This is an optimization exercise on Yosys and OpenROAD, whose aim is small area and a short achievable clock period, not a production implementation. The RTL was checked by simulation tests, not by an equivalence proof against the original design.

==> flow/design.v <==
`timescale 1ns / 1ps
module fir_pipe_1(
    input clk,
    input reset_p,
    input [15:0]x,
    output [15:0]y
    );
    wire [15:0]w_x[0:9];
    wire [31:0]w_acc[0:9];
    wire [31:0]tmp_y;
    FIR_stage state_0_inst( .clk( clk), .reset_p( reset_p), .x_in( x), .acc_in( 32'b0), 
        .coef( 16'b1111111101111000), .x_out( w_x[0]), .acc_out( w_acc[0]));
    FIR_stage state_1_inst( .clk( clk), .reset_p( reset_p), .x_in( w_x[0]), .acc_in( w_acc[0]), 
        .coef( 16'b1111111001110011), .x_out( w_x[1]), .acc_out( w_acc[1]));
    FIR_stage state_2_inst( .clk( clk), .reset_p( reset_p), .x_in( w_x[1]), .acc_in( w_acc[1]), 
        .coef( 16'b1111111110101001), .x_out( w_x[2]), .acc_out( w_acc[2]));
    FIR_stage state_3_inst( .clk( clk), .reset_p( reset_p), .x_in( w_x[2]), .acc_in( w_acc[2]), 
        .coef( 16'b0000101110111100), .x_out( w_x[3]), .acc_out( w_acc[3]));
    FIR_stage state_4_inst( .clk( clk), .reset_p( reset_p), .x_in( w_x[3]), .acc_in( w_acc[3]), 
        .coef( 16'b0010000010010010), .x_out( w_x[4]), .acc_out( w_acc[4]));
    FIR_stage state_5_inst( .clk( clk), .reset_p( reset_p), .x_in( w_x[4]), .acc_in( w_acc[4]), 
        .coef( 16'b0010101110000110), .x_out( w_x[5]), .acc_out( w_acc[5]));
    FIR_stage state_6_inst( .clk( clk), .reset_p( reset_p), .x_in( w_x[5]), .acc_in( w_acc[5]), 
        .coef( 16'b0010000010010010), .x_out( w_x[6]), .acc_out( w_acc[6]));
    FIR_stage state_7_inst( .clk( clk), .reset_p( reset_p), .x_in( w_x[6]), .acc_in( w_acc[6]), 
        .coef( 16'b0000101110111100), .x_out( w_x[7]), .acc_out( w_acc[7]));
    FIR_stage state_8_inst( .clk( clk), .reset_p( reset_p), .x_in( w_x[7]), .acc_in( w_acc[7]), 
        .coef( 16'b1111111110101001), .x_out( w_x[8]), .acc_out( w_acc[8]));
    FIR_stage state_9_inst( .clk( clk), .reset_p( reset_p), .x_in( w_x[8]), .acc_in( w_acc[8]), 
        .coef( 16'b1111111001110011), .x_out( w_x[9]), .acc_out( w_acc[9]));
    FIR_stage state_10_inst( .clk( clk), .reset_p( reset_p), .x_in( w_x[9]), .acc_in( w_acc[9]), 
        .coef( 16'b1111111101111000), .x_out( ), .acc_out( tmp_y));
    assign y = tmp_y[31:16];
endmodule
module FIR_stage(
    input clk,
    input reset_p,
    input [15:0]x_in,
    input [31:0]acc_in,
    input [15:0]coef,
    output [15:0]x_out,
    output [31:0]acc_out
);
    reg [15:0]shift_reg;
    reg [15:0]pipe_reg_in;
    reg [31:0]pipe_reg_acc;
    always@( posedge clk or posedge reset_p)begin
        if( reset_p == 1'b1)begin
            shift_reg <= 16'b0;
            pipe_reg_in <= 16'b0;
            pipe_reg_acc <= 16'b0;
        end else begin
            pipe_reg_in <= x_in;
            shift_reg <= pipe_reg_in;
            pipe_reg_acc <= acc_in;
        end
    end
    assign x_out = shift_reg;
    assign acc_out = $signed(pipe_reg_acc) + ($signed(coef) * $signed(shift_reg));
endmodule
==> flow/run.sh <==
#!/bin/bash
# synth_recipe.tcl (not shown) runs the flow's synth.tcl, then flattens the netlist and writes it again
# the make line also repeats each setting of config.mk as NAME=value (left out here)
make -C /OpenROAD-flow-scripts/flow DESIGN_CONFIG=/design/flow/config.mk WORK_HOME=/design/flow/orfs CLKGATE_MAP_FILE= SYNTH_SCRIPT=/design/flow/synth_recipe.tcl finish
==> flow/config.mk <==
export PLATFORM = sky130hd
export DESIGN_NAME = fir_pipe_1
export DESIGN_NICKNAME = fir_pipe_1
export VERILOG_FILES = /design/flow/design.v
export SDC_FILE = /design/flow/constraint.sdc
export NUM_CORES = 4
export LEC_CHECK = 0
export CAP_MARGIN = 20
export CORE_MARGIN = 2
export CORE_UTILIZATION = 40
export SLEW_MARGIN = 20
==> flow/constraint.sdc <==
create_clock -name core_clock -period 10.0 [get_ports {clk}]
set_input_delay 2.0000 -clock core_clock [delete_from_list [all_inputs] [get_ports {clk}]]
set_output_delay 2.0000 -clock core_clock [all_outputs]
set_load 0.01 [all_outputs]
==> flow_summary.json, run 1 <==
{
  "status": "complete, no violations",
  "tightest_slew_ns": 0.962,
  "slowest_delay_ns": 0.55,
  "slowest_stage": "fa_1",
  "use_met3": 0.0210,
  "topRoutingLayerUsed": "met4",
  "period_share": 0.955,
  "clkSinkCount": 657,
  "antenna_cells": 0,
  "layout_common_cells": "inv_1 (1,251), ha_1 (1,126), dfrtp_1 (657), fa_1 (592), xnor2_1 (382)",
  "antenna_left": 0,
  "finalSetupViolCount": 0,
  "r2r-start": "state_9_inst.shift_reg[5]$_DFF_PP0_",
  "instances_no_fill": 8673,
  "clk_share": 0.0371,
  "critPathLaunch": "state_10_inst.shift_reg[4]$_DFF_PP0_",
  "timing.critical_path.buf_inv": 5,
  "synth-edff-count": 0,
  "final_common_cell": "inv_1",
  "dpl_cell_area_um2": 67700,
  "clockBufferCount": 89,
  "routabilityCongestion": 0.860,
  "wire_per_inst_um": 15.4,
  "taps": 2160,
  "yosysWarnings": 2,
  "overflow": 0,
  "cts_tree": "built",
  "buf_share": 0.00703,
  "nonClockBufferCount": 49
}
==> inputs of run 2 (changes only) <==
==> flow/design.v (replaced) <==
`timescale 1ns / 1ps
module fir_pipe_1(
    input clk,
    input reset_p,
    input [15:0]x,
    output [15:0]y
    );
    reg [15:0] d [1:19];
    integer i;
    always @(posedge clk or posedge reset_p) begin
        if (reset_p) begin
            for (i = 1; i <= 19; i = i + 1) d[i] <= 16'd0;
        end else begin
            d[1] <= x;
            for (i = 2; i <= 19; i = i + 1) d[i] <= d[i-1];
        end
    end
    reg [16:0] p0;
    reg [16:0] p1;
    reg [16:0] p2;
    reg [16:0] p3;
    reg [16:0] p4;
    always @(posedge clk or posedge reset_p) begin
        if (reset_p) begin
            p0 <= 17'd0;
            p1 <= 17'd0;
            p2 <= 17'd0;
            p3 <= 17'd0;
            p4 <= 17'd0;
        end else begin
            p0 <= {d[9][15], d[9]} + {d[19][15], d[19]};
            p1 <= {d[10][15], d[10]} + {d[18][15], d[18]};
            p2 <= {d[11][15], d[11]} + {d[17][15], d[17]};
            p3 <= {d[12][15], d[12]} + {d[16][15], d[16]};
            p4 <= {d[13][15], d[13]} + {d[15][15], d[15]};
        end
    end
    wire fs1, fc2;
    assign {fc2, fs1} = {1'b0, ~p0[7]} + {1'b0, ~p0[3]} + {1'b0, ~p1[10]};
    wire fs3, fc4;
    assign {fc4, fs3} = {1'b0, ~p0[8]} + {1'b0, ~p0[4]} + {1'b0, ~p1[11]};
    wire fs5, fc6;
    assign {fc6, fs5} = {1'b0, p1[9]} + {1'b0, ~p1[7]};
    wire fs7, fc8;
    assign {fc8, fs7} = {1'b0, ~p0[9]} + {1'b0, ~p0[5]} + {1'b0, ~p1[12]};
    wire fs9, fc10;
    assign {fc10, fs9} = {1'b0, p1[10]} + {1'b0, ~p1[8]} + {1'b0, p1[5]};
    wire fs11, fc12;
    assign {fc12, fs11} = {1'b0, ~p1[3]} + {1'b0, p2[12]} + {1'b0, p2[9]};
    wire fs13, fc14;
    assign {fc14, fs13} = {1'b0, ~p0[10]} + {1'b0, ~p0[6]} + {1'b0, ~p1[13]};
    wire fs15, fc16;
    assign {fc16, fs15} = {1'b0, p1[11]} + {1'b0, ~p1[9]} + {1'b0, p1[6]};
    wire fs17, fc18;
    assign {fc18, fs17} = {1'b0, ~p1[4]} + {1'b0, p2[13]} + {1'b0, p2[10]};
    wire fs19, fc20;
    assign {fc20, fs19} = {1'b0, p2[8]} + {1'b0, ~p2[6]} + {1'b0, ~p3[11]};
    wire fs21, fc22;
    assign {fc22, fs21} = {1'b0, ~p0[11]} + {1'b0, ~p0[7]} + {1'b0, ~p1[14]};
    wire fs23, fc24;
    assign {fc24, fs23} = {1'b0, p1[12]} + {1'b0, ~p1[10]} + {1'b0, p1[7]};
    wire fs25, fc26;
    assign {fc26, fs25} = {1'b0, ~p1[5]} + {1'b0, p2[14]} + {1'b0, p2[11]};
    wire fs27, fc28;
    assign {fc28, fs27} = {1'b0, p2[9]} + {1'b0, ~p2[7]} + {1'b0, ~p3[12]};
    wire fs29, fc30;
    assign {fc30, fs29} = {1'b0, ~p3[8]} + {1'b0, ~p3[4]} + {1'b0, p3[2]};
    wire fs31, fc32;
    assign {fc32, fs31} = {1'b0, ~p0[12]} + {1'b0, ~p0[8]} + {1'b0, ~p1[15]};
    wire fs33, fc34;
    assign {fc34, fs33} = {1'b0, p1[13]} + {1'b0, ~p1[11]} + {1'b0, p1[8]};
    wire fs35, fc36;
    assign {fc36, fs35} = {1'b0, ~p1[6]} + {1'b0, p2[15]} + {1'b0, p2[12]};
    wire fs37, fc38;
    assign {fc38, fs37} = {1'b0, p2[10]} + {1'b0, ~p2[8]} + {1'b0, ~p3[13]};
    wire fs39, fc40;
    assign {fc40, fs39} = {1'b0, ~p3[9]} + {1'b0, ~p3[5]} + {1'b0, p3[3]};
    wire fs41, fc42;
    assign {fc42, fs41} = {1'b0, p4[14]} + {1'b0, p4[11]};
    wire fs43, fc44;
    assign {fc44, fs43} = {1'b0, ~p0[13]} + {1'b0, ~p0[9]} + {1'b0, p1[16]};
    wire fs45, fc46;
    assign {fc46, fs45} = {1'b0, p1[14]} + {1'b0, ~p1[12]} + {1'b0, p1[9]};
    wire fs47, fc48;
    assign {fc48, fs47} = {1'b0, ~p1[7]} + {1'b0, ~p2[16]} + {1'b0, p2[13]};
    wire fs49, fc50;
    assign {fc50, fs49} = {1'b0, p2[11]} + {1'b0, ~p2[9]} + {1'b0, ~p3[14]};
    wire fs51, fc52;
    assign {fc52, fs51} = {1'b0, ~p3[10]} + {1'b0, ~p3[6]} + {1'b0, p3[4]};
    wire fs53, fc54;
    assign {fc54, fs53} = {1'b0, p4[15]} + {1'b0, p4[12]} + {1'b0, p4[9]};
    wire fs55, fc56;
    assign {fc56, fs55} = {1'b0, ~p0[14]} + {1'b0, ~p0[10]} + {1'b0, p1[15]};
    wire fs57, fc58;
    assign {fc58, fs57} = {1'b0, ~p1[13]} + {1'b0, p1[10]} + {1'b0, ~p1[8]};
    wire fs59, fc60;
    assign {fc60, fs59} = {1'b0, p2[14]} + {1'b0, p2[12]} + {1'b0, ~p2[10]};
    wire fs61, fc62;
    assign {fc62, fs61} = {1'b0, ~p3[15]} + {1'b0, ~p3[11]} + {1'b0, ~p3[7]};
    wire fs63, fc64;
    assign {fc64, fs63} = {1'b0, p3[5]} + {1'b0, ~p4[16]};
    wire fs65, fc66;
    assign {fc66, fs65} = {1'b0, ~p0[15]} + {1'b0, ~p0[11]} + {1'b0, ~p1[16]};
    wire fs67, fc68;
    assign {fc68, fs67} = {1'b0, ~p1[14]} + {1'b0, p1[11]} + {1'b0, ~p1[9]};
    wire fs69, fc70;
    assign {fc70, fs69} = {1'b0, p2[15]} + {1'b0, p2[13]} + {1'b0, ~p2[11]};
    wire fs71, fc72;
    assign {fc72, fs71} = {1'b0, p3[16]} + {1'b0, ~p3[12]};
    wire fs73, fc74;
    assign {fc74, fs73} = {1'b0, p0[16]} + {1'b0, ~p0[12]} + {1'b0, ~p1[15]};
    wire fs75, fc76;
    assign {fc76, fs75} = {1'b0, p1[12]} + {1'b0, ~p1[10]};
    wire fs77, fc78;
    assign {fc78, fs77} = {1'b0, ~p0[4]} + {1'b0, ~p0[0]} + {1'b0, ~p1[7]};
    wire fs79, fc80;
    assign {fc80, fs79} = {1'b0, p1[5]} + {1'b0, ~p1[3]} + {1'b0, p1[0]};
    wire fs81, fc82;
    assign {fc82, fs81} = {1'b0, p2[7]} + {1'b0, p2[4]};
    wire fs83, fc84;
    assign {fc84, fs83} = {1'b0, ~p0[5]} + {1'b0, ~p0[1]} + {1'b0, ~p1[8]};
    wire fs85, fc86;
    assign {fc86, fs85} = {1'b0, p1[6]} + {1'b0, ~p1[4]} + {1'b0, p1[1]};
    wire fs87, fc88;
    assign {fc88, fs87} = {1'b0, p2[8]} + {1'b0, p2[5]} + {1'b0, p2[3]};
    wire fs89, fc90;
    assign {fc90, fs89} = {1'b0, ~p2[1]} + {1'b0, ~p3[6]} + {1'b0, ~p3[2]};
    wire fs91, fc92;
    assign {fc92, fs91} = {1'b0, ~p0[6]} + {1'b0, ~p0[2]} + {1'b0, ~p1[9]};
    wire fs93, fc94;
    assign {fc94, fs93} = {1'b0, p1[7]} + {1'b0, ~p1[5]} + {1'b0, p1[2]};
    wire fs95, fc96;
    assign {fc96, fs95} = {1'b0, ~p1[0]} + {1'b0, p2[9]} + {1'b0, p2[6]};
    wire fs97, fc98;
    assign {fc98, fs97} = {1'b0, p2[4]} + {1'b0, ~p2[2]} + {1'b0, ~p3[7]};
    wire fs99, fc100;
    assign {fc100, fs99} = {1'b0, ~p3[3]} + {1'b0, p4[8]} + {1'b0, p4[5]};
    wire fs101, fc102;
    assign {fc102, fs101} = {1'b0, p1[8]} + {1'b0, ~p1[6]} + {1'b0, p1[3]};
    wire fs103, fc104;
    assign {fc104, fs103} = {1'b0, ~p1[1]} + {1'b0, p2[10]} + {1'b0, p2[7]};
    wire fs105, fc106;
    assign {fc106, fs105} = {1'b0, p2[5]} + {1'b0, ~p2[3]} + {1'b0, ~p3[8]};
    wire fs107, fc108;
    assign {fc108, fs107} = {1'b0, ~p3[4]} + {1'b0, ~p3[0]} + {1'b0, p4[9]};
    wire fs109, fc110;
    assign {fc110, fs109} = {1'b0, p4[6]} + {1'b0, p4[3]} + {1'b0, ~d[15][9]};
    wire fs111, fc112;
    assign {fc112, fs111} = {1'b0, d[15][7]} + {1'b0, ~d[15][3]};
    wire fs113, fc114;
    assign {fc114, fs113} = {1'b0, p1[4]} + {1'b0, ~p1[2]} + {1'b0, p2[11]};
    wire fs115, fc116;
    assign {fc116, fs115} = {1'b0, p2[8]} + {1'b0, p2[6]} + {1'b0, ~p2[4]};
    wire fs117, fc118;
    assign {fc118, fs117} = {1'b0, ~p3[9]} + {1'b0, ~p3[5]} + {1'b0, ~p3[1]};
    wire fs119, fc120;
    assign {fc120, fs119} = {1'b0, p4[10]} + {1'b0, p4[7]} + {1'b0, p4[4]};
    wire fs121, fc122;
    assign {fc122, fs121} = {1'b0, ~d[15][10]} + {1'b0, d[15][8]} + {1'b0, ~d[15][4]};
    wire fs123, fc124;
    assign {fc124, fs123} = {1'b0, ~d[15][1]} + {1'b0, fs5} + {1'b0, fc2};
    wire fs125, fc126;
    assign {fc126, fs125} = {1'b0, p2[7]} + {1'b0, ~p2[5]} + {1'b0, ~p3[10]};
    wire fs127, fc128;
    assign {fc128, fs127} = {1'b0, ~p3[6]} + {1'b0, ~p3[2]} + {1'b0, p3[0]};
    wire fs129, fc130;
    assign {fc130, fs129} = {1'b0, p4[11]} + {1'b0, p4[8]} + {1'b0, p4[5]};
    wire fs131, fc132;
    assign {fc132, fs131} = {1'b0, ~d[15][11]} + {1'b0, d[15][9]} + {1'b0, ~d[15][5]};
    wire fs133, fc134;
    assign {fc134, fs133} = {1'b0, ~d[15][2]} + {1'b0, ~d[15][0]} + {1'b0, fc6};
    wire fs135, fc136;
    assign {fc136, fs135} = {1'b0, fc4} + {1'b0, fs7} + {1'b0, fs9};
    wire fs137, fc138;
    assign {fc138, fs137} = {1'b0, ~p3[7]} + {1'b0, ~p3[3]} + {1'b0, p3[1]};
    wire fs139, fc140;
    assign {fc140, fs139} = {1'b0, p4[12]} + {1'b0, p4[9]} + {1'b0, p4[6]};
    wire fs141, fc142;
    assign {fc142, fs141} = {1'b0, p4[0]} + {1'b0, ~d[15][12]} + {1'b0, d[15][10]};
    wire fs143, fc144;
    assign {fc144, fs143} = {1'b0, ~d[15][6]} + {1'b0, ~d[15][3]} + {1'b0, ~d[15][1]};
    wire fs145, fc146;
    assign {fc146, fs145} = {1'b0, fc8} + {1'b0, fc10} + {1'b0, fc12};
    wire fs147, fc148;
    assign {fc148, fs147} = {1'b0, fs13} + {1'b0, fs15} + {1'b0, fs17};
    wire fs149, fc150;
    assign {fc150, fs149} = {1'b0, p4[13]} + {1'b0, p4[10]} + {1'b0, p4[7]};
    wire fs151, fc152;
    assign {fc152, fs151} = {1'b0, p4[1]} + {1'b0, ~d[15][13]} + {1'b0, d[15][11]};
    wire fs153, fc154;
    assign {fc154, fs153} = {1'b0, ~d[15][7]} + {1'b0, ~d[15][4]} + {1'b0, ~d[15][2]};
    wire fs155, fc156;
    assign {fc156, fs155} = {1'b0, d[15][0]} + {1'b0, fc14} + {1'b0, fc16};
    wire fs157, fc158;
    assign {fc158, fs157} = {1'b0, fc18} + {1'b0, fc20} + {1'b0, fs21};
    wire fs159, fc160;
    assign {fc160, fs159} = {1'b0, fs23} + {1'b0, fs25} + {1'b0, fs27};
    wire fs161, fc162;
    assign {fc162, fs161} = {1'b0, p4[8]} + {1'b0, p4[2]} + {1'b0, ~d[15][14]};
    wire fs163, fc164;
    assign {fc164, fs163} = {1'b0, d[15][12]} + {1'b0, ~d[15][8]} + {1'b0, ~d[15][5]};
    wire fs165, fc166;
    assign {fc166, fs165} = {1'b0, ~d[15][3]} + {1'b0, d[15][1]} + {1'b0, fs41};
    wire fs167, fc168;
    assign {fc168, fs167} = {1'b0, fc22} + {1'b0, fc24} + {1'b0, fc26};
    wire fs169, fc170;
    assign {fc170, fs169} = {1'b0, fc28} + {1'b0, fc30} + {1'b0, fs31};
    wire fs171, fc172;
    assign {fc172, fs171} = {1'b0, fs33} + {1'b0, fs35} + {1'b0, fs37};
    wire fs173, fc174;
    assign {fc174, fs173} = {1'b0, p4[3]} + {1'b0, d[15][15]} + {1'b0, d[15][13]};
    wire fs175, fc176;
    assign {fc176, fs175} = {1'b0, ~d[15][9]} + {1'b0, ~d[15][6]} + {1'b0, ~d[15][4]};
    wire fs177, fc178;
    assign {fc178, fs177} = {1'b0, d[15][2]} + {1'b0, fc42} + {1'b0, fc32};
    wire fs179, fc180;
    assign {fc180, fs179} = {1'b0, fc34} + {1'b0, fc36} + {1'b0, fc38};
    wire fs181, fc182;
    assign {fc182, fs181} = {1'b0, fc40} + {1'b0, fs43} + {1'b0, fs45};
    wire fs183, fc184;
    assign {fc184, fs183} = {1'b0, fs47} + {1'b0, fs49} + {1'b0, fs51};
    wire fs185, fc186;
    assign {fc186, fs185} = {1'b0, p4[13]} + {1'b0, p4[10]} + {1'b0, p4[4]};
    wire fs187, fc188;
    assign {fc188, fs187} = {1'b0, d[15][14]} + {1'b0, ~d[15][10]} + {1'b0, ~d[15][7]};
    wire fs189, fc190;
    assign {fc190, fs189} = {1'b0, ~d[15][5]} + {1'b0, d[15][3]} + {1'b0, fs63};
    wire fs191, fc192;
    assign {fc192, fs191} = {1'b0, fc44} + {1'b0, fc46} + {1'b0, fc48};
    wire fs193, fc194;
    assign {fc194, fs193} = {1'b0, fc50} + {1'b0, fc52} + {1'b0, fc54};
    wire fs195, fc196;
    assign {fc196, fs195} = {1'b0, fs55} + {1'b0, fs57} + {1'b0, fs59};
    wire fs197, fc198;
    assign {fc198, fs197} = {1'b0, ~p3[8]} + {1'b0, p3[6]} + {1'b0, p4[14]};
    wire fs199, fc200;
    assign {fc200, fs199} = {1'b0, p4[11]} + {1'b0, p4[5]} + {1'b0, ~d[15][15]};
    wire fs201, fc202;
    assign {fc202, fs201} = {1'b0, ~d[15][11]} + {1'b0, ~d[15][8]} + {1'b0, ~d[15][6]};
    wire fs203, fc204;
    assign {fc204, fs203} = {1'b0, d[15][4]} + {1'b0, fc64} + {1'b0, fs71};
    wire fs205, fc206;
    assign {fc206, fs205} = {1'b0, fc56} + {1'b0, fc58} + {1'b0, fc60};
    wire fs207, fc208;
    assign {fc208, fs207} = {1'b0, fc62} + {1'b0, fs65} + {1'b0, fs67};
    wire fs209, fc210;
    assign {fc210, fs209} = {1'b0, ~p2[16]} + {1'b0, p2[14]} + {1'b0, ~p2[12]};
    wire fs211, fc212;
    assign {fc212, fs211} = {1'b0, ~p3[13]} + {1'b0, ~p3[9]} + {1'b0, p3[7]};
    wire fs213, fc214;
    assign {fc214, fs213} = {1'b0, p4[15]} + {1'b0, p4[12]} + {1'b0, p4[6]};
    wire fs215, fc216;
    assign {fc216, fs215} = {1'b0, ~d[15][12]} + {1'b0, ~d[15][9]} + {1'b0, ~d[15][7]};
    wire fs217, fc218;
    assign {fc218, fs217} = {1'b0, d[15][5]} + {1'b0, fc72} + {1'b0, fs75};
    wire fs219, fc220;
    assign {fc220, fs219} = {1'b0, fc66} + {1'b0, fc68} + {1'b0, fc70};
    wire fs221, fc222;
    assign {fc222, fs221} = {1'b0, ~p0[13]} + {1'b0, p1[16]} + {1'b0, p1[13]};
    wire fs223, fc224;
    assign {fc224, fs223} = {1'b0, ~p1[11]} + {1'b0, p2[15]} + {1'b0, ~p2[13]};
    wire fs225, fc226;
    assign {fc226, fs225} = {1'b0, ~p3[14]} + {1'b0, ~p3[10]} + {1'b0, p3[8]};
    wire fs227, fc228;
    assign {fc228, fs227} = {1'b0, ~p4[16]} + {1'b0, p4[13]} + {1'b0, p4[7]};
    wire fs229, fc230;
    assign {fc230, fs229} = {1'b0, ~d[15][13]} + {1'b0, ~d[15][10]} + {1'b0, ~d[15][8]};
    wire fs231, fc232;
    assign {fc232, fs231} = {1'b0, d[15][6]} + {1'b0, fc76};
    wire fs233, fc234;
    assign {fc234, fs233} = {1'b0, ~p0[14]} + {1'b0, p1[14]} + {1'b0, ~p1[12]};
    wire fs235, fc236;
    assign {fc236, fs235} = {1'b0, ~p2[16]} + {1'b0, ~p2[14]} + {1'b0, ~p3[15]};
    wire fs237, fc238;
    assign {fc238, fs237} = {1'b0, ~p3[11]} + {1'b0, p3[9]} + {1'b0, p4[14]};
    wire fs239, fc240;
    assign {fc240, fs239} = {1'b0, p4[8]} + {1'b0, ~d[15][14]};
    wire fs241, fc242;
    assign {fc242, fs241} = {1'b0, ~p0[15]} + {1'b0, p1[15]} + {1'b0, ~p1[13]};
    wire fs243, fc244;
    assign {fc244, fs243} = {1'b0, ~p2[15]} + {1'b0, p3[16]} + {1'b0, ~p3[12]};
    wire fs245, fc246;
    assign {fc246, fs245} = {1'b0, ~p0[1]} + {1'b0, ~p1[4]} + {1'b0, p1[2]};
    wire fs247, fc248;
    assign {fc248, fs247} = {1'b0, ~p0[2]} + {1'b0, ~p1[5]} + {1'b0, p1[3]};
    wire fs249, fc250;
    assign {fc250, fs249} = {1'b0, ~p1[1]} + {1'b0, p2[5]} + {1'b0, p2[2]};
    wire fs251, fc252;
    assign {fc252, fs251} = {1'b0, ~p0[3]} + {1'b0, ~p1[6]} + {1'b0, p1[4]};
    wire fs253, fc254;
    assign {fc254, fs253} = {1'b0, ~p1[2]} + {1'b0, p2[6]} + {1'b0, p2[3]};
    wire fs255, fc256;
    assign {fc256, fs255} = {1'b0, p2[1]} + {1'b0, ~p3[4]} + {1'b0, ~p3[0]};
    wire fs257, fc258;
    assign {fc258, fs257} = {1'b0, p2[2]} + {1'b0, ~p2[0]} + {1'b0, ~p3[5]};
    wire fs259, fc260;
    assign {fc260, fs259} = {1'b0, ~p3[1]} + {1'b0, p4[6]} + {1'b0, p4[3]};
    wire fs261, fc262;
    assign {fc262, fs261} = {1'b0, p4[0]} + {1'b0, ~d[15][6]} + {1'b0, d[15][4]};
    wire fs263, fc264;
    assign {fc264, fs263} = {1'b0, ~d[15][0]} + {1'b0, fs81};
    wire fs265, fc266;
    assign {fc266, fs265} = {1'b0, p4[7]} + {1'b0, p4[4]} + {1'b0, p4[1]};
    wire fs267, fc268;
    assign {fc268, fs267} = {1'b0, ~d[15][7]} + {1'b0, d[15][5]} + {1'b0, ~d[15][1]};
    wire fs269, fc270;
    assign {fc270, fs269} = {1'b0, fc82} + {1'b0, fc78} + {1'b0, fc80};
    wire fs271, fc272;
    assign {fc272, fs271} = {1'b0, fs83} + {1'b0, fs85} + {1'b0, fs87};
    wire fs273, fc274;
    assign {fc274, fs273} = {1'b0, p4[2]} + {1'b0, ~d[15][8]} + {1'b0, d[15][6]};
    wire fs275, fc276;
    assign {fc276, fs275} = {1'b0, ~d[15][2]} + {1'b0, fc84} + {1'b0, fc86};
    wire fs277, fc278;
    assign {fc278, fs277} = {1'b0, fc88} + {1'b0, fc90} + {1'b0, fs91};
    wire fs279, fc280;
    assign {fc280, fs279} = {1'b0, fs93} + {1'b0, fs95} + {1'b0, fs97};
    wire fs281, fc282;
    assign {fc282, fs281} = {1'b0, ~d[15][0]} + {1'b0, fs111} + {1'b0, fc92};
    wire fs283, fc284;
    assign {fc284, fs283} = {1'b0, fc94} + {1'b0, fc96} + {1'b0, fc98};
    wire fs285, fc286;
    assign {fc286, fs285} = {1'b0, fc100} + {1'b0, fs101} + {1'b0, fs103};
    wire fs287, fc288;
    assign {fc288, fs287} = {1'b0, fs105} + {1'b0, fs107} + {1'b0, fs109};
    wire fs289, fc290;
    assign {fc290, fs289} = {1'b0, fc112} + {1'b0, fc102} + {1'b0, fc104};
    wire fs291, fc292;
    assign {fc292, fs291} = {1'b0, fc106} + {1'b0, fc108} + {1'b0, fc110};
    wire fs293, fc294;
    assign {fc294, fs293} = {1'b0, fs113} + {1'b0, fs115} + {1'b0, fs117};
    wire fs295, fc296;
    assign {fc296, fs295} = {1'b0, fs119} + {1'b0, fs121} + {1'b0, fs3};
    wire fs297, fc298;
    assign {fc298, fs297} = {1'b0, fc114} + {1'b0, fc116} + {1'b0, fc118};
    wire fs299, fc300;
    assign {fc300, fs299} = {1'b0, fc120} + {1'b0, fc122} + {1'b0, fs125};
    wire fs301, fc302;
    assign {fc302, fs301} = {1'b0, fs127} + {1'b0, fs129} + {1'b0, fs131};
    wire fs303, fc304;
    assign {fc304, fs303} = {1'b0, fs11} + {1'b0, fs133} + {1'b0, fc124};
    wire fs305, fc306;
    assign {fc306, fs305} = {1'b0, fc126} + {1'b0, fc128} + {1'b0, fc130};
    wire fs307, fc308;
    assign {fc308, fs307} = {1'b0, fc132} + {1'b0, fs137} + {1'b0, fs139};
    wire fs309, fc310;
    assign {fc310, fs309} = {1'b0, fs141} + {1'b0, fs143} + {1'b0, fs19};
    wire fs311, fc312;
    assign {fc312, fs311} = {1'b0, fc134} + {1'b0, fc136} + {1'b0, fs145};
    wire fs313, fc314;
    assign {fc314, fs313} = {1'b0, fc138} + {1'b0, fc140} + {1'b0, fc142};
    wire fs315, fc316;
    assign {fc316, fs315} = {1'b0, fc144} + {1'b0, fs149} + {1'b0, fs151};
    wire fs317, fc318;
    assign {fc318, fs317} = {1'b0, fs153} + {1'b0, fs29} + {1'b0, fc146};
    wire fs319, fc320;
    assign {fc320, fs319} = {1'b0, fc148} + {1'b0, fs155} + {1'b0, fs157};
    wire fs321, fc322;
    assign {fc322, fs321} = {1'b0, fc150} + {1'b0, fc152} + {1'b0, fc154};
    wire fs323, fc324;
    assign {fc324, fs323} = {1'b0, fs161} + {1'b0, fs163} + {1'b0, fs39};
    wire fs325, fc326;
    assign {fc326, fs325} = {1'b0, fs165} + {1'b0, fc156} + {1'b0, fc158};
    wire fs327, fc328;
    assign {fc328, fs327} = {1'b0, fc160} + {1'b0, fs167} + {1'b0, fs169};
    wire fs329, fc330;
    assign {fc330, fs329} = {1'b0, fc162} + {1'b0, fc164} + {1'b0, fs173};
    wire fs331, fc332;
    assign {fc332, fs331} = {1'b0, fs175} + {1'b0, fs53} + {1'b0, fc166};
    wire fs333, fc334;
    assign {fc334, fs333} = {1'b0, fc168} + {1'b0, fc170} + {1'b0, fc172};
    wire fs335, fc336;
    assign {fc336, fs335} = {1'b0, fs177} + {1'b0, fs179} + {1'b0, fs181};
    wire fs337, fc338;
    assign {fc338, fs337} = {1'b0, fc174} + {1'b0, fc176} + {1'b0, fs185};
    wire fs339, fc340;
    assign {fc340, fs339} = {1'b0, fs187} + {1'b0, fs61} + {1'b0, fs189};
    wire fs341, fc342;
    assign {fc342, fs341} = {1'b0, fc178} + {1'b0, fc180} + {1'b0, fc182};
    wire fs343, fc344;
    assign {fc344, fs343} = {1'b0, fc184} + {1'b0, fs191} + {1'b0, fs193};
    wire fs345, fc346;
    assign {fc346, fs345} = {1'b0, fc186} + {1'b0, fc188} + {1'b0, fs197};
    wire fs347, fc348;
    assign {fc348, fs347} = {1'b0, fs199} + {1'b0, fs201} + {1'b0, fs69};
    wire fs349, fc350;
    assign {fc350, fs349} = {1'b0, fc190} + {1'b0, fs203} + {1'b0, fc192};
    wire fs351, fc352;
    assign {fc352, fs351} = {1'b0, fc194} + {1'b0, fc196} + {1'b0, fs205};
    wire fs353, fc354;
    assign {fc354, fs353} = {1'b0, fc198} + {1'b0, fc200} + {1'b0, fc202};
    wire fs355, fc356;
    assign {fc356, fs355} = {1'b0, fs209} + {1'b0, fs211} + {1'b0, fs213};
    wire fs357, fc358;
    assign {fc358, fs357} = {1'b0, fs215} + {1'b0, fs73} + {1'b0, fc204};
    wire fs359, fc360;
    assign {fc360, fs359} = {1'b0, fs217} + {1'b0, fc206} + {1'b0, fc208};
    wire fs361, fc362;
    assign {fc362, fs361} = {1'b0, fc210} + {1'b0, fc212} + {1'b0, fc214};
    wire fs363, fc364;
    assign {fc364, fs363} = {1'b0, fc216} + {1'b0, fc74} + {1'b0, fs221};
    wire fs365, fc366;
    assign {fc366, fs365} = {1'b0, fs223} + {1'b0, fs225} + {1'b0, fs227};
    wire fs367, fc368;
    assign {fc368, fs367} = {1'b0, fs229} + {1'b0, fs231} + {1'b0, fc218};
    wire fs369, fc370;
    assign {fc370, fs369} = {1'b0, ~d[15][11]} + {1'b0, ~d[15][9]} + {1'b0, d[15][7]};
    wire fs371, fc372;
    assign {fc372, fs371} = {1'b0, fs239} + {1'b0, fc222} + {1'b0, fc224};
    wire fs373, fc374;
    assign {fc374, fs373} = {1'b0, fc226} + {1'b0, fc228} + {1'b0, fc230};
    wire fs375, fc376;
    assign {fc376, fs375} = {1'b0, fs233} + {1'b0, fs235} + {1'b0, fs237};
    wire fs377, fc378;
    assign {fc378, fs377} = {1'b0, p3[10]} + {1'b0, p4[15]} + {1'b0, p4[9]};
    wire fs379, fc380;
    assign {fc380, fs379} = {1'b0, d[15][15]} + {1'b0, ~d[15][12]} + {1'b0, ~d[15][10]};
    wire fs381, fc382;
    assign {fc382, fs381} = {1'b0, d[15][8]} + {1'b0, fc240} + {1'b0, fc234};
    wire fs383, fc384;
    assign {fc384, fs383} = {1'b0, fc236} + {1'b0, fc238} + {1'b0, fs241};
    wire fs385, fc386;
    assign {fc386, fs385} = {1'b0, p0[16]} + {1'b0, ~p1[16]} + {1'b0, ~p1[14]};
    wire fs387, fc388;
    assign {fc388, fs387} = {1'b0, p2[16]} + {1'b0, ~p3[13]} + {1'b0, p3[11]};
    wire fs389, fc390;
    assign {fc390, fs389} = {1'b0, ~p4[16]} + {1'b0, p4[10]} + {1'b0, ~d[15][13]};
    wire fs391, fc392;
    assign {fc392, fs391} = {1'b0, ~d[15][11]} + {1'b0, d[15][9]} + {1'b0, fc242};
    wire fs393, fc394;
    assign {fc394, fs393} = {1'b0, ~p1[15]} + {1'b0, ~p3[14]} + {1'b0, p3[12]};
    wire fs395, fc396;
    assign {fc396, fs395} = {1'b0, ~p0[0]} + {1'b0, ~p1[3]} + {1'b0, p1[1]};
    wire fs397, fc398;
    assign {fc398, fs397} = {1'b0, p2[3]} + {1'b0, p2[0]};
    wire fs399, fc400;
    assign {fc400, fs399} = {1'b0, ~p1[0]} + {1'b0, p2[4]} + {1'b0, p2[1]};
    wire fs401, fc402;
    assign {fc402, fs401} = {1'b0, ~p3[2]} + {1'b0, p4[3]} + {1'b0, p4[0]};
    wire fs403, fc404;
    assign {fc404, fs403} = {1'b0, ~d[15][3]} + {1'b0, d[15][1]};
    wire fs405, fc406;
    assign {fc406, fs405} = {1'b0, p2[0]} + {1'b0, ~p3[3]} + {1'b0, p4[4]};
    wire fs407, fc408;
    assign {fc408, fs407} = {1'b0, p4[1]} + {1'b0, ~d[15][4]} + {1'b0, d[15][2]};
    wire fs409, fc410;
    assign {fc410, fs409} = {1'b0, fc246} + {1'b0, fs247} + {1'b0, fs249};
    wire fs411, fc412;
    assign {fc412, fs411} = {1'b0, p4[5]} + {1'b0, p4[2]} + {1'b0, ~d[15][5]};
    wire fs413, fc414;
    assign {fc414, fs413} = {1'b0, d[15][3]} + {1'b0, fc248} + {1'b0, fc250};
    wire fs415, fc416;
    assign {fc416, fs415} = {1'b0, fs251} + {1'b0, fs253} + {1'b0, fs255};
    wire fs417, fc418;
    assign {fc418, fs417} = {1'b0, fc252} + {1'b0, fc254} + {1'b0, fc256};
    wire fs419, fc420;
    assign {fc420, fs419} = {1'b0, fs257} + {1'b0, fs259} + {1'b0, fs261};
    wire fs421, fc422;
    assign {fc422, fs421} = {1'b0, fs77} + {1'b0, fs79} + {1'b0, fs263};
    wire fs423, fc424;
    assign {fc424, fs423} = {1'b0, fc258} + {1'b0, fc260} + {1'b0, fc262};
    wire fs425, fc426;
    assign {fc426, fs425} = {1'b0, fs265} + {1'b0, fs267} + {1'b0, fs89};
    wire fs427, fc428;
    assign {fc428, fs427} = {1'b0, fc264} + {1'b0, fs269} + {1'b0, fs271};
    wire fs429, fc430;
    assign {fc430, fs429} = {1'b0, fc266} + {1'b0, fc268} + {1'b0, fs273};
    wire fs431, fc432;
    assign {fc432, fs431} = {1'b0, fs99} + {1'b0, fc270} + {1'b0, fc272};
    wire fs433, fc434;
    assign {fc434, fs433} = {1'b0, fs275} + {1'b0, fs277} + {1'b0, fs279};
    wire fs435, fc436;
    assign {fc436, fs435} = {1'b0, fc274} + {1'b0, fs1} + {1'b0, fc276};
    wire fs437, fc438;
    assign {fc438, fs437} = {1'b0, fc278} + {1'b0, fc280} + {1'b0, fs281};
    wire fs439, fc440;
    assign {fc440, fs439} = {1'b0, fs283} + {1'b0, fs285} + {1'b0, fs287};
    wire fs441, fc442;
    assign {fc442, fs441} = {1'b0, fc282} + {1'b0, fc284} + {1'b0, fc286};
    wire fs443, fc444;
    assign {fc444, fs443} = {1'b0, fc288} + {1'b0, fs289} + {1'b0, fs291};
    wire fs445, fc446;
    assign {fc446, fs445} = {1'b0, fs123} + {1'b0, fs293} + {1'b0, fs295};
    wire fs447, fc448;
    assign {fc448, fs447} = {1'b0, fc290} + {1'b0, fc292} + {1'b0, fc294};
    wire fs449, fc450;
    assign {fc450, fs449} = {1'b0, fc296} + {1'b0, fs297} + {1'b0, fs299};
    wire fs451, fc452;
    assign {fc452, fs451} = {1'b0, fs301} + {1'b0, fs135} + {1'b0, fs303};
    wire fs453, fc454;
    assign {fc454, fs453} = {1'b0, fc298} + {1'b0, fc300} + {1'b0, fc302};
    wire fs455, fc456;
    assign {fc456, fs455} = {1'b0, fs305} + {1'b0, fs307} + {1'b0, fs309};
    wire fs457, fc458;
    assign {fc458, fs457} = {1'b0, fs147} + {1'b0, fc304} + {1'b0, fs311};
    wire fs459, fc460;
    assign {fc460, fs459} = {1'b0, fc306} + {1'b0, fc308} + {1'b0, fc310};
    wire fs461, fc462;
    assign {fc462, fs461} = {1'b0, fs313} + {1'b0, fs315} + {1'b0, fs159};
    wire fs463, fc464;
    assign {fc464, fs463} = {1'b0, fc312} + {1'b0, fs317} + {1'b0, fs319};
    wire fs465, fc466;
    assign {fc466, fs465} = {1'b0, fc314} + {1'b0, fc316} + {1'b0, fs321};
    wire fs467, fc468;
    assign {fc468, fs467} = {1'b0, fs323} + {1'b0, fs171} + {1'b0, fc318};
    wire fs469, fc470;
    assign {fc470, fs469} = {1'b0, fc320} + {1'b0, fs325} + {1'b0, fs327};
    wire fs471, fc472;
    assign {fc472, fs471} = {1'b0, fc322} + {1'b0, fc324} + {1'b0, fs329};
    wire fs473, fc474;
    assign {fc474, fs473} = {1'b0, fs183} + {1'b0, fs331} + {1'b0, fc326};
    wire fs475, fc476;
    assign {fc476, fs475} = {1'b0, fc328} + {1'b0, fs333} + {1'b0, fs335};
    wire fs477, fc478;
    assign {fc478, fs477} = {1'b0, fc330} + {1'b0, fs337} + {1'b0, fs195};
    wire fs479, fc480;
    assign {fc480, fs479} = {1'b0, fc332} + {1'b0, fs339} + {1'b0, fc334};
    wire fs481, fc482;
    assign {fc482, fs481} = {1'b0, fc336} + {1'b0, fs341} + {1'b0, fs343};
    wire fs483, fc484;
    assign {fc484, fs483} = {1'b0, fc338} + {1'b0, fs345} + {1'b0, fs347};
    wire fs485, fc486;
    assign {fc486, fs485} = {1'b0, fs207} + {1'b0, fc340} + {1'b0, fc342};
    wire fs487, fc488;
    assign {fc488, fs487} = {1'b0, fc344} + {1'b0, fs349} + {1'b0, fs351};
    wire fs489, fc490;
    assign {fc490, fs489} = {1'b0, fc346} + {1'b0, fc348} + {1'b0, fs353};
    wire fs491, fc492;
    assign {fc492, fs491} = {1'b0, fs219} + {1'b0, fs355} + {1'b0, fs357};
    wire fs493, fc494;
    assign {fc494, fs493} = {1'b0, fc350} + {1'b0, fc352} + {1'b0, fs359};
    wire fs495, fc496;
    assign {fc496, fs495} = {1'b0, fc354} + {1'b0, fc220} + {1'b0, fc356};
    wire fs497, fc498;
    assign {fc498, fs497} = {1'b0, fs361} + {1'b0, fs363} + {1'b0, fs365};
    wire fs499, fc500;
    assign {fc500, fs499} = {1'b0, fc358} + {1'b0, fs367} + {1'b0, fc360};
    wire fs501, fc502;
    assign {fc502, fs501} = {1'b0, fs369} + {1'b0, fc232} + {1'b0, fc362};
    wire fs503, fc504;
    assign {fc504, fs503} = {1'b0, fc364} + {1'b0, fc366} + {1'b0, fs371};
    wire fs505, fc506;
    assign {fc506, fs505} = {1'b0, fs373} + {1'b0, fs375} + {1'b0, fc368};
    wire fs507, fc508;
    assign {fc508, fs507} = {1'b0, fc370} + {1'b0, fs377} + {1'b0, fs379};
    wire fs509, fc510;
    assign {fc510, fs509} = {1'b0, fs243} + {1'b0, fc372} + {1'b0, fc374};
    wire fs511, fc512;
    assign {fc512, fs511} = {1'b0, fc376} + {1'b0, fs381} + {1'b0, fs383};
    wire fs513, fc514;
    assign {fc514, fs513} = {1'b0, fc378} + {1'b0, fc380} + {1'b0, fc244};
    wire fs515, fc516;
    assign {fc516, fs515} = {1'b0, fs385} + {1'b0, fs387} + {1'b0, fs389};
    wire fs517, fc518;
    assign {fc518, fs517} = {1'b0, fc382} + {1'b0, fc384} + {1'b0, fs391};
    wire fs519, fc520;
    assign {fc520, fs519} = {1'b0, p4[11]} + {1'b0, ~d[15][14]} + {1'b0, ~d[15][12]};
    wire fs521, fc522;
    assign {fc522, fs521} = {1'b0, d[15][10]} + {1'b0, fc386} + {1'b0, fc388};
    wire fs523, fc524;
    assign {fc524, fs523} = {1'b0, fc390} + {1'b0, fs393} + {1'b0, fc392};
    wire fs525, fc526;
    assign {fc526, fs525} = {1'b0, p1[16]} + {1'b0, ~p3[15]} + {1'b0, p3[13]};
    wire fs527, fc528;
    assign {fc528, fs527} = {1'b0, p4[12]} + {1'b0, d[15][15]} + {1'b0, ~d[15][13]};
    wire fs529, fc530;
    assign {fc530, fs529} = {1'b0, d[15][11]} + {1'b0, fc394};
    wire fs531, fc532;
    assign {fc532, fs531} = {1'b0, p3[16]} + {1'b0, p3[14]} + {1'b0, p4[13]};
    wire fs533, fc534;
    assign {fc534, fs533} = {1'b0, ~p1[2]} + {1'b0, p1[0]} + {1'b0, p2[2]};
    wire fs535, fc536;
    assign {fc536, fs535} = {1'b0, ~p3[1]} + {1'b0, p4[2]} + {1'b0, ~d[15][2]};
    wire fs537, fc538;
    assign {fc538, fs537} = {1'b0, d[15][0]} + {1'b0, fs397};
    wire fs539, fc540;
    assign {fc540, fs539} = {1'b0, fc398} + {1'b0, fs403} + {1'b0, fc396};
    wire fs541, fc542;
    assign {fc542, fs541} = {1'b0, fs399} + {1'b0, fs401} + {1'b0, fs245};
    wire fs543, fc544;
    assign {fc544, fs543} = {1'b0, fc404} + {1'b0, fc400} + {1'b0, fc402};
    wire fs545, fc546;
    assign {fc546, fs545} = {1'b0, fs405} + {1'b0, fs407} + {1'b0, fs409};
    wire fs547, fc548;
    assign {fc548, fs547} = {1'b0, fc406} + {1'b0, fc408} + {1'b0, fs411};
    wire fs549, fc550;
    assign {fc550, fs549} = {1'b0, fc410} + {1'b0, fs413} + {1'b0, fs415};
    wire fs551, fc552;
    assign {fc552, fs551} = {1'b0, fc412} + {1'b0, fc414} + {1'b0, fc416};
    wire fs553, fc554;
    assign {fc554, fs553} = {1'b0, fs417} + {1'b0, fs419} + {1'b0, fs421};
    wire fs555, fc556;
    assign {fc556, fs555} = {1'b0, fc418} + {1'b0, fc420} + {1'b0, fs423};
    wire fs557, fc558;
    assign {fc558, fs557} = {1'b0, fs425} + {1'b0, fc422} + {1'b0, fs427};
    wire fs559, fc560;
    assign {fc560, fs559} = {1'b0, fc424} + {1'b0, fc426} + {1'b0, fs429};
    wire fs561, fc562;
    assign {fc562, fs561} = {1'b0, fc428} + {1'b0, fs431} + {1'b0, fs433};
    wire fs563, fc564;
    assign {fc564, fs563} = {1'b0, fc430} + {1'b0, fc432} + {1'b0, fs435};
    wire fs565, fc566;
    assign {fc566, fs565} = {1'b0, fc434} + {1'b0, fs437} + {1'b0, fs439};
    wire fs567, fc568;
    assign {fc568, fs567} = {1'b0, fc436} + {1'b0, fc438} + {1'b0, fc440};
    wire fs569, fc570;
    assign {fc570, fs569} = {1'b0, fs441} + {1'b0, fs443} + {1'b0, fs445};
    wire fs571, fc572;
    assign {fc572, fs571} = {1'b0, fc442} + {1'b0, fc444} + {1'b0, fc446};
    wire fs573, fc574;
    assign {fc574, fs573} = {1'b0, fs447} + {1'b0, fs449} + {1'b0, fs451};
    wire fs575, fc576;
    assign {fc576, fs575} = {1'b0, fc448} + {1'b0, fc450} + {1'b0, fs453};
    wire fs577, fc578;
    assign {fc578, fs577} = {1'b0, fs455} + {1'b0, fc452} + {1'b0, fs457};
    wire fs579, fc580;
    assign {fc580, fs579} = {1'b0, fc454} + {1'b0, fc456} + {1'b0, fs459};
    wire fs581, fc582;
    assign {fc582, fs581} = {1'b0, fs461} + {1'b0, fc458} + {1'b0, fs463};
    wire fs583, fc584;
    assign {fc584, fs583} = {1'b0, fc460} + {1'b0, fc462} + {1'b0, fs465};
    wire fs585, fc586;
    assign {fc586, fs585} = {1'b0, fs467} + {1'b0, fc464} + {1'b0, fs469};
    wire fs587, fc588;
    assign {fc588, fs587} = {1'b0, fc466} + {1'b0, fs471} + {1'b0, fc468};
    wire fs589, fc590;
    assign {fc590, fs589} = {1'b0, fs473} + {1'b0, fc470} + {1'b0, fs475};
    wire fs591, fc592;
    assign {fc592, fs591} = {1'b0, fc472} + {1'b0, fs477} + {1'b0, fc474};
    wire fs593, fc594;
    assign {fc594, fs593} = {1'b0, fs479} + {1'b0, fc476} + {1'b0, fs481};
    wire fs595, fc596;
    assign {fc596, fs595} = {1'b0, fc478} + {1'b0, fs483} + {1'b0, fc480};
    wire fs597, fc598;
    assign {fc598, fs597} = {1'b0, fc482} + {1'b0, fs485} + {1'b0, fs487};
    wire fs599, fc600;
    assign {fc600, fs599} = {1'b0, fc484} + {1'b0, fs489} + {1'b0, fs491};
    wire fs601, fc602;
    assign {fc602, fs601} = {1'b0, fc486} + {1'b0, fc488} + {1'b0, fs493};
    wire fs603, fc604;
    assign {fc604, fs603} = {1'b0, fc490} + {1'b0, fs495} + {1'b0, fs497};
    wire fs605, fc606;
    assign {fc606, fs605} = {1'b0, fc492} + {1'b0, fc494} + {1'b0, fs499};
    wire fs607, fc608;
    assign {fc608, fs607} = {1'b0, fc496} + {1'b0, fs501} + {1'b0, fc498};
    wire fs609, fc610;
    assign {fc610, fs609} = {1'b0, fs503} + {1'b0, fs505} + {1'b0, fc500};
    wire fs611, fc612;
    assign {fc612, fs611} = {1'b0, fs507} + {1'b0, fc502} + {1'b0, fc504};
    wire fs613, fc614;
    assign {fc614, fs613} = {1'b0, fs509} + {1'b0, fs511} + {1'b0, fc506};
    wire fs615, fc616;
    assign {fc616, fs615} = {1'b0, fc508} + {1'b0, fs513} + {1'b0, fs515};
    wire fs617, fc618;
    assign {fc618, fs617} = {1'b0, fc510} + {1'b0, fc512} + {1'b0, fs517};
    wire fs619, fc620;
    assign {fc620, fs619} = {1'b0, fs519} + {1'b0, fc514} + {1'b0, fc516};
    wire fs621, fc622;
    assign {fc622, fs621} = {1'b0, fs521} + {1'b0, fc518} + {1'b0, fs523};
    wire fs623, fc624;
    assign {fc624, fs623} = {1'b0, fc520} + {1'b0, fs525} + {1'b0, fs527};
    wire fs625, fc626;
    assign {fc626, fs625} = {1'b0, fs529} + {1'b0, fc522} + {1'b0, fc524};
    wire fs627, fc628;
    assign {fc628, fs627} = {1'b0, ~d[15][14]} + {1'b0, d[15][12]} + {1'b0, fc526};
    wire fs629, fc630;
    assign {fc630, fs629} = {1'b0, fc528} + {1'b0, fs531} + {1'b0, fc530};
    wire fs631, fc632;
    assign {fc632, fs631} = {1'b0, p3[15]} + {1'b0, p4[14]} + {1'b0, d[15][15]};
    wire fs633, fc634;
    assign {fc634, fs633} = {1'b0, d[15][13]} + {1'b0, fc532};
    wire fs635, fc636;
    assign {fc636, fs635} = {1'b0, ~p3[16]} + {1'b0, p4[15]};
    wire fs637, fc638;
    assign {fc638, fs637} = {1'b0, ~p1[1]} + {1'b0, p2[1]};
    wire fs639, fc640;
    assign {fc640, fs639} = {1'b0, ~p3[0]} + {1'b0, p4[1]} + {1'b0, ~d[15][1]};
    wire fs641, fc642;
    assign {fc642, fs641} = {1'b0, fc534} + {1'b0, fs535} + {1'b0, fs395};
    wire fs643, fc644;
    assign {fc644, fs643} = {1'b0, fc536} + {1'b0, fc538} + {1'b0, fs539};
    wire fs645, fc646;
    assign {fc646, fs645} = {1'b0, fc540} + {1'b0, fc542} + {1'b0, fs543};
    wire fs647, fc648;
    assign {fc648, fs647} = {1'b0, fc544} + {1'b0, fs547} + {1'b0, fc546};
    wire fs649, fc650;
    assign {fc650, fs649} = {1'b0, fc548} + {1'b0, fc550} + {1'b0, fs551};
    wire fs651, fc652;
    assign {fc652, fs651} = {1'b0, fc552} + {1'b0, fs555} + {1'b0, fc554};
    wire fs653, fc654;
    assign {fc654, fs653} = {1'b0, fc556} + {1'b0, fs559} + {1'b0, fc558};
    wire fs655, fc656;
    assign {fc656, fs655} = {1'b0, fc560} + {1'b0, fs563} + {1'b0, fc562};
    wire fs657, fc658;
    assign {fc658, fs657} = {1'b0, fc564} + {1'b0, fc566} + {1'b0, fs567};
    wire fs659, fc660;
    assign {fc660, fs659} = {1'b0, fc568} + {1'b0, fc570} + {1'b0, fs571};
    wire fs661, fc662;
    assign {fc662, fs661} = {1'b0, fc572} + {1'b0, fs575} + {1'b0, fc574};
    wire fs663, fc664;
    assign {fc664, fs663} = {1'b0, fc576} + {1'b0, fs579} + {1'b0, fc578};
    wire fs665, fc666;
    assign {fc666, fs665} = {1'b0, fc580} + {1'b0, fs583} + {1'b0, fc582};
    wire fs667, fc668;
    assign {fc668, fs667} = {1'b0, fc584} + {1'b0, fs587} + {1'b0, fc586};
    wire fs669, fc670;
    assign {fc670, fs669} = {1'b0, fc588} + {1'b0, fs591} + {1'b0, fs593};
    wire fs671, fc672;
    assign {fc672, fs671} = {1'b0, fc592} + {1'b0, fs595} + {1'b0, fc594};
    wire fs673, fc674;
    assign {fc674, fs673} = {1'b0, fs599} + {1'b0, fc596} + {1'b0, fc598};
    wire fs675, fc676;
    assign {fc676, fs675} = {1'b0, fs603} + {1'b0, fc600} + {1'b0, fc602};
    wire fs677, fc678;
    assign {fc678, fs677} = {1'b0, fc604} + {1'b0, fs607} + {1'b0, fc606};
    wire fs679, fc680;
    assign {fc680, fs679} = {1'b0, fc608} + {1'b0, fs611} + {1'b0, fs613};
    wire fs681, fc682;
    assign {fc682, fs681} = {1'b0, fs615} + {1'b0, fc612} + {1'b0, fs617};
    wire fs683, fc684;
    assign {fc684, fs683} = {1'b0, fc616} + {1'b0, fs619} + {1'b0, fc618};
    wire fs685, fc686;
    assign {fc686, fs685} = {1'b0, fs623} + {1'b0, fc620} + {1'b0, fc622};
    wire fs687, fc688;
    assign {fc688, fs687} = {1'b0, fc624} + {1'b0, fs627} + {1'b0, fs629};
    wire fs689, fc690;
    assign {fc690, fs689} = {1'b0, fs631} + {1'b0, fs633} + {1'b0, fc628};
    wire fs691, fc692;
    assign {fc692, fs691} = {1'b0, d[15][14]} + {1'b0, fs635} + {1'b0, fc632};
    wire fs693, fc694;
    assign {fc694, fs693} = {1'b0, ~p4[16]} + {1'b0, ~d[15][15]};
    reg [89:0] rr;
    wire [89:0] rr_d = {fc694, fc636, fs693, fc692, fc634, fs691, fc690, fc630, fs689, fc688, fc626, fs687, fc686, fs625, fs685, fc684, fs621, fs683, fc682, fc614, fs681, fc680, fc610, fs679, fc678, fs609, fs677, fc676, fs605, fs675, fc674, fs601, fs673, fc672, fs597, fs671, fc670, fc590, fs669, fc668, fs589, fs667, fc666, fs585, fs665, fc664, fs581, fs663, fc662, fs577, fs661, fc660, fs573, fs659, fc658, fs569, fs657, fc656, fs565, fs655, fc654, fs561, fs653, fc652, fs557, fs651, fc650, fs553, fs649, fc648, fs549, fs647, fc646, fs545, fs645, fc644, fs541, fs643, fc642, fs537, fs641, fc640, fs533, fs639, fc638, ~d[15][0], p4[0], fs637, p2[0], ~p1[0]};
    always @(posedge clk or posedge reset_p)
        if (reset_p) rr <= 90'h2118e3cb6f190bca37a1195;
        else rr <= rr_d;
    wire fs695, fc696;
    assign {fc696, fs695} = {1'b0, 1'b1} + {1'b0, rr[2]};
    wire fs697, fc698;
    assign {fc698, fs697} = {1'b0, 1'b1} + {1'b0, rr[5]} + {1'b0, rr[6]};
    wire fs699, fc700;
    assign {fc700, fs699} = {1'b0, 1'b1} + {1'b0, rr[8]} + {1'b0, rr[9]};
    wire fs701, fc702;
    assign {fc702, fs701} = {1'b0, 1'b1} + {1'b0, rr[11]} + {1'b0, rr[12]};
    wire fs703, fc704;
    assign {fc704, fs703} = {1'b0, rr[14]} + {1'b0, rr[15]};
    wire fs705, fc706;
    assign {fc706, fs705} = {1'b0, 1'b1} + {1'b0, rr[17]} + {1'b0, rr[18]};
    wire fs707, fc708;
    assign {fc708, fs707} = {1'b0, 1'b1} + {1'b0, rr[20]} + {1'b0, rr[21]};
    wire fs709, fc710;
    assign {fc710, fs709} = {1'b0, 1'b1} + {1'b0, rr[23]} + {1'b0, rr[24]};
    wire fs711, fc712;
    assign {fc712, fs711} = {1'b0, 1'b1} + {1'b0, rr[26]} + {1'b0, rr[27]};
    wire fs713, fc714;
    assign {fc714, fs713} = {1'b0, rr[29]} + {1'b0, rr[30]};
    wire fs715, fc716;
    assign {fc716, fs715} = {1'b0, 1'b1} + {1'b0, rr[32]} + {1'b0, rr[33]};
    wire fs717, fc718;
    assign {fc718, fs717} = {1'b0, 1'b1} + {1'b0, rr[35]} + {1'b0, rr[36]};
    wire fs719, fc720;
    assign {fc720, fs719} = {1'b0, rr[38]} + {1'b0, rr[39]};
    wire fs721, fc722;
    assign {fc722, fs721} = {1'b0, rr[41]} + {1'b0, rr[42]};
    wire fs723, fc724;
    assign {fc724, fs723} = {1'b0, rr[44]} + {1'b0, rr[45]};
    wire fs725, fc726;
    assign {fc726, fs725} = {1'b0, 1'b1} + {1'b0, rr[47]} + {1'b0, rr[48]};
    wire fs727, fc728;
    assign {fc728, fs727} = {1'b0, 1'b1} + {1'b0, rr[50]} + {1'b0, rr[51]};
    wire fs729, fc730;
    assign {fc730, fs729} = {1'b0, 1'b1} + {1'b0, rr[53]} + {1'b0, rr[54]};
    wire fs731, fc732;
    assign {fc732, fs731} = {1'b0, 1'b1} + {1'b0, rr[56]} + {1'b0, rr[57]};
    wire fs733, fc734;
    assign {fc734, fs733} = {1'b0, 1'b1} + {1'b0, rr[59]} + {1'b0, rr[60]};
    wire fs735, fc736;
    assign {fc736, fs735} = {1'b0, rr[62]} + {1'b0, rr[63]};
    wire fs737, fc738;
    assign {fc738, fs737} = {1'b0, rr[65]} + {1'b0, rr[66]};
    wire fs739, fc740;
    assign {fc740, fs739} = {1'b0, rr[68]} + {1'b0, rr[69]};
    wire fs741, fc742;
    assign {fc742, fs741} = {1'b0, 1'b1} + {1'b0, rr[71]} + {1'b0, rr[72]};
    wire fs743, fc744;
    assign {fc744, fs743} = {1'b0, rr[74]} + {1'b0, rr[75]};
    wire fs745, fc746;
    assign {fc746, fs745} = {1'b0, 1'b1} + {1'b0, rr[77]} + {1'b0, rr[78]};
    wire fs747, fc748;
    assign {fc748, fs747} = {1'b0, 1'b1} + {1'b0, rr[80]} + {1'b0, rr[81]};
    wire fs749, fc750;
    assign {fc750, fs749} = {1'b0, 1'b1} + {1'b0, rr[83]} + {1'b0, rr[84]};
    wire fs751, fc752;
    assign {fc752, fs751} = {1'b0, rr[86]} + {1'b0, rr[87]};
    wire fs753, fc754;
    assign {fc754, fs753} = {1'b0, 1'b1} + {1'b0, rr[0]};
    wire fs755, fc756;
    assign {fc756, fs755} = {1'b0, rr[3]} + {1'b0, rr[4]} + {1'b0, fs695};
    wire fs757, fc758;
    assign {fc758, fs757} = {1'b0, rr[7]} + {1'b0, fc696} + {1'b0, fs697};
    wire fs759, fc760;
    assign {fc760, fs759} = {1'b0, rr[10]} + {1'b0, fc698} + {1'b0, fs699};
    wire fs761, fc762;
    assign {fc762, fs761} = {1'b0, rr[13]} + {1'b0, fc700} + {1'b0, fs701};
    wire fs763, fc764;
    assign {fc764, fs763} = {1'b0, rr[16]} + {1'b0, fs703} + {1'b0, fc702};
    wire fs765, fc766;
    assign {fc766, fs765} = {1'b0, rr[19]} + {1'b0, fc704} + {1'b0, fs705};
    wire fs767, fc768;
    assign {fc768, fs767} = {1'b0, rr[22]} + {1'b0, fc706} + {1'b0, fs707};
    wire fs769, fc770;
    assign {fc770, fs769} = {1'b0, rr[25]} + {1'b0, fc708} + {1'b0, fs709};
    wire fs771, fc772;
    assign {fc772, fs771} = {1'b0, rr[28]} + {1'b0, fc710} + {1'b0, fs711};
    wire fs773, fc774;
    assign {fc774, fs773} = {1'b0, rr[31]} + {1'b0, fs713} + {1'b0, fc712};
    wire fs775, fc776;
    assign {fc776, fs775} = {1'b0, rr[34]} + {1'b0, fc714} + {1'b0, fs715};
    wire fs777, fc778;
    assign {fc778, fs777} = {1'b0, rr[37]} + {1'b0, fc716} + {1'b0, fs717};
    wire fs779, fc780;
    assign {fc780, fs779} = {1'b0, rr[40]} + {1'b0, fs719} + {1'b0, fc718};
    wire fs781, fc782;
    assign {fc782, fs781} = {1'b0, rr[43]} + {1'b0, fc720} + {1'b0, fs721};
    wire fs783, fc784;
    assign {fc784, fs783} = {1'b0, rr[46]} + {1'b0, fc722} + {1'b0, fs723};
    wire fs785, fc786;
    assign {fc786, fs785} = {1'b0, rr[49]} + {1'b0, fc724} + {1'b0, fs725};
    wire fs787, fc788;
    assign {fc788, fs787} = {1'b0, rr[52]} + {1'b0, fc726} + {1'b0, fs727};
    wire fs789, fc790;
    assign {fc790, fs789} = {1'b0, rr[55]} + {1'b0, fc728} + {1'b0, fs729};
    wire fs791, fc792;
    assign {fc792, fs791} = {1'b0, rr[58]} + {1'b0, fc730} + {1'b0, fs731};
    wire fs793, fc794;
    assign {fc794, fs793} = {1'b0, rr[61]} + {1'b0, fc732} + {1'b0, fs733};
    wire fs795, fc796;
    assign {fc796, fs795} = {1'b0, rr[64]} + {1'b0, fs735} + {1'b0, fc734};
    wire fs797, fc798;
    assign {fc798, fs797} = {1'b0, rr[67]} + {1'b0, fc736} + {1'b0, fs737};
    wire fs799, fc800;
    assign {fc800, fs799} = {1'b0, rr[70]} + {1'b0, fc738} + {1'b0, fs739};
    wire fs801, fc802;
    assign {fc802, fs801} = {1'b0, rr[73]} + {1'b0, fc740} + {1'b0, fs741};
    wire fs803, fc804;
    assign {fc804, fs803} = {1'b0, rr[76]} + {1'b0, fs743} + {1'b0, fc742};
    wire fs805, fc806;
    assign {fc806, fs805} = {1'b0, rr[79]} + {1'b0, fc744} + {1'b0, fs745};
    wire fs807, fc808;
    assign {fc808, fs807} = {1'b0, rr[82]} + {1'b0, fc746} + {1'b0, fs747};
    wire fs809, fc810;
    assign {fc810, fs809} = {1'b0, rr[85]} + {1'b0, fc748} + {1'b0, fs749};
    wire fs811, fc812;
    assign {fc812, fs811} = {1'b0, rr[88]} + {1'b0, fs751} + {1'b0, fc750};
    wire fs813, fc814;
    assign {fc814, fs813} = {1'b0, rr[89]} + {1'b0, fc752};
    wire [31:0] fa_ = {fc814, fc812, fc810, fc808, fc806, fc804, fc802, fc800, fc798, fc796, fc794, fc792, fc790, fc788, fc786, fc784, fc782, fc780, fc778, fc776, fc774, fc772, fc770, fc768, fc766, fc764, fc762, fc760, fc758, fc756, fc754, fs753};
    wire [31:0] fb_ = {1'b1, fs813, fs811, fs809, fs807, fs805, fs803, fs801, fs799, fs797, fs795, fs793, fs791, fs789, fs787, fs785, fs783, fs781, fs779, fs777, fs775, fs773, fs771, fs769, fs767, fs765, fs763, fs761, fs759, fs757, fs755, rr[1]};
    wire [31:0] acc = fa_ + fb_;
    reg [15:0] y_r;
    always @(posedge clk) y_r <= acc[31:16];
    assign y = y_r;
endmodule
==> run 2 against run 1 <==
Against the previous run:
- still clean on timing, DRC and antenna
- clock skew grew 0.0022 ns
- flip-flop and latch count down 162
- register-to-register slack better by 3.7 ns
- clock-buffer cell count is 23 lower
- setup slack improved by 5.5 ns
- cell count decreased by 65%
- largest cell class unchanged
==> flow_summary.json, run 2 <==
{
  "grt.total_usage": 0.181,
  "yosysSeqAreaShare": 0.459,
  "clkSinkCount": 495,
  "dr_total_vias": 14691,
  "yosysMostFrequentCell": "inv_1",
  "yosysWarnings": 2,
  "synthTopCellsByArea": "dfrtp_1 (40%), fa_1 (27%), ha_1 (7.3%)",
  "tns_ns": 0,
  "setup.worst_path.class": "reg -> reg",
  "rsz0062_at_grt": "no",
  "slew_viol_final": 0,
  "final_common_cell": "inv_1",
  "finalSetupViolCount": 0,
  "cts_tree": "built",
  "dr.pass1.iters": 5,
  "antenna_found_initial": 0,
  "critPathCaptureType": "register",
  "largest_reg_flops": 304,
  "ys_seq_elements": 495,
  "antenna_left": 0,
  "hold_path.class": "reg -> reg",
  "maxCapViolCount": 0,
  "hold_violations": 0,
  "largest_register": "d",
  "drc": 0,
  "avgSynthCellArea_um2": 13.0,
  "fmax_ghz": 0.250,
  "critPathLaunch": "p3[4]$_DFF_PP0_",
  "syn_nets": 2612,
  "grt_first_pass_wirelength_um": 94900,
  "layout_common_cells": "inv_1 (518), dfrtp_1 (436), fa_1 (363), ha_1 (157), a21oi_1 (70)",
  "die_w_um": 264,
  "yosys.area.top_type": "dfrtp_1",
  "fin_nets": 2698,
  "synthFlopType": "dfrtp_1",
  "cts_max_path_buffers": 3,
  "cts-root-buf": "clkbuf_16",
  "tightest_slew_ns": 0.892,
  "area_growth_pct": 12.5,
  "worst_slack_ns": 5.99,
  "r2r-start": "p3[4]$_DFF_PP0_",
  "overflow": 0,
  "async_flop_share": 0.968,
  "status": "complete, no violations",
  "cts-htree-levels": 2,
  "top_regs": "d: 304 flops, rr: 90 flops",
  "cts_setup_buffers": 0,
  "rows": 95,
  "viasPerCell": 4.78,
  "portBuffers": 33,
  "ctsHoldBuffers": 0,
  "path_clk_slew_ns": 0.06,
  "min-delay-start": "d[14][9]$_DFF_PP0_",
  "wire_per_inst_um": 19.6,
  "io_pins": 34,
  "numCtsBuffers": 52,
  "die_y_um": 264,
  "postLayoutCoreUtil": 0.453,
  "core-area_um2": 66900,
  "finClkSkew_ns": 0.0353,
  "clk_latency_ns": 0.63,
  "initial_utilization": 0.403,
  "period_share": 0.401,
  "drtIter0Drc": 992,
  "antenna_cells": 0,
  "period_minus_slack_ns": 4.01,
  "synth-edff-count": 0,
  "drt-total-wl_um": 60200,
  "cts.repair.resized": 0,
  "worstPathArrival_ns": 4.48,
  "dp_hpwl_um": 48500,
  "crit_required_ns": 10.47,
  "cp-start-kind": "register",
  "grt_max_degree": 171,
  "layout-drive-gt1-share": 0.0708,
  "dieArea_um2": 69500,
  "slew_headroom": 0.405,
  "synth_top_area_frac": 0.405,
  "synth_area_um2": 26900,
  "first_global_vias": 16322,
  "ys_types": 73,
  "syn_inst": 2074,
  "routabilityCongestion": 0.921,
  "ys_top_cells_by_count": "inv_1 (519), dfrtp_1 (436), fa_1 (363)",
  "dp_slack_ns": 5.60,
  "path_max_fanout": 4
}
[run 2: metrics by stage]
step	hold slack, ns	instances	instance area [um^2]
global placement	0.331	2979	28400
floorplan	0.331	2074	26900
finish	0.329	3076	30300
CTS	0.334	3076	30300
detailed placement	0.335	2979	28400
global route	0.331	3076	30300
[run 2: critical path, cell delays in order (launching register included)]
cell     delay (ns)
dfrtp_1        0.56
inv_1          0.12
fa_1           0.51
fa_1           0.44
fa_1           0.57
inv_1          0.07
fa_1           0.50
inv_1          0.05
fa_1           0.54
inv_1          0.07
fa_1           0.44
[run 2: path summary, 6_finish.rpt]
kind                                      endpoint  slack (ns)  depth (start not counted)
worst max-delay path              rr[51]$_DFF_PP0_        5.99                         10
worst min-delay path            d[15][9]$_DFF_PP0_        0.33                          0
worst max register to register    rr[51]$_DFF_PP0_        5.99                         10
worst min register to register  d[15][9]$_DFF_PP0_        0.33                          0
max in group asynchronous         rr[59]$_DFF_PP0_        6.54                          4
min in group asynchronous        d[1][6]$_DFF_PP0_        1.62                          2
[run 2: area by class of cell]
type                    count  area [um^2]
flip-flops and latches    495        12400
repair buffers             39          392
multi-input cells        1052        12600
clock inverters            31          507
clock buffers              66         1410
inverters                 520         1960
fillers                  6016        36600
well taps                 873         1090
[run 2: kinds of logic after synthesis]
family,after synthesis,synth area share
AND/OR/NAND/NOR,215,0.0396
flip-flops,495,0.459
multiplexers,5,0.00186
AO/OA/AOI/OAI,245,0.0620
buffers and inverters,527,0.0735
adder cells (fa/ha/maj),520,0.343
XOR/XNOR,67,0.0218
[run 2: metal layers]
layer  part of all wire  global-route usage
met1               0.46               0.255
met2               0.47               0.296
met3              0.037              0.0239
met4              0.024              0.0490
met5                  0                   0

==> separate check: timing with driven ports <==
How much do the figures lean on ideal ports? The routed layouts below were timed once more, with nothing changed but the port constraints.
Step 1 (the two cells are an assumption about what drives the block):
set clk [get_ports {clk}]
set_driving_cell -lib_cell sky130_fd_sc_hd__clkbuf_16 $clk
set_driving_cell -lib_cell sky130_fd_sc_hd__buf_2 [delete_from_list [all_inputs] $clk]
Step 2 also shifts input and output timing later by t, the mid clock arrival at the registers, as if the neighbouring blocks saw the same clock.
Three values: ideal ports, drivers, drivers and shift; two values: the first two.
run	t, ns	setup slack, ns	pins driven straight from the clock port
run 1	0.724	0.447 / 0.373 / 1.097	1
run 2	0.667	5.992 / 5.992 / 5.910	1
After both steps setup and hold are still met in every run listed. For run 2, which loses most, drivers alone change the setup slack by 0.000 ns; drivers and shift together by -0.082 ns. Setup slack includes reset recovery checks.
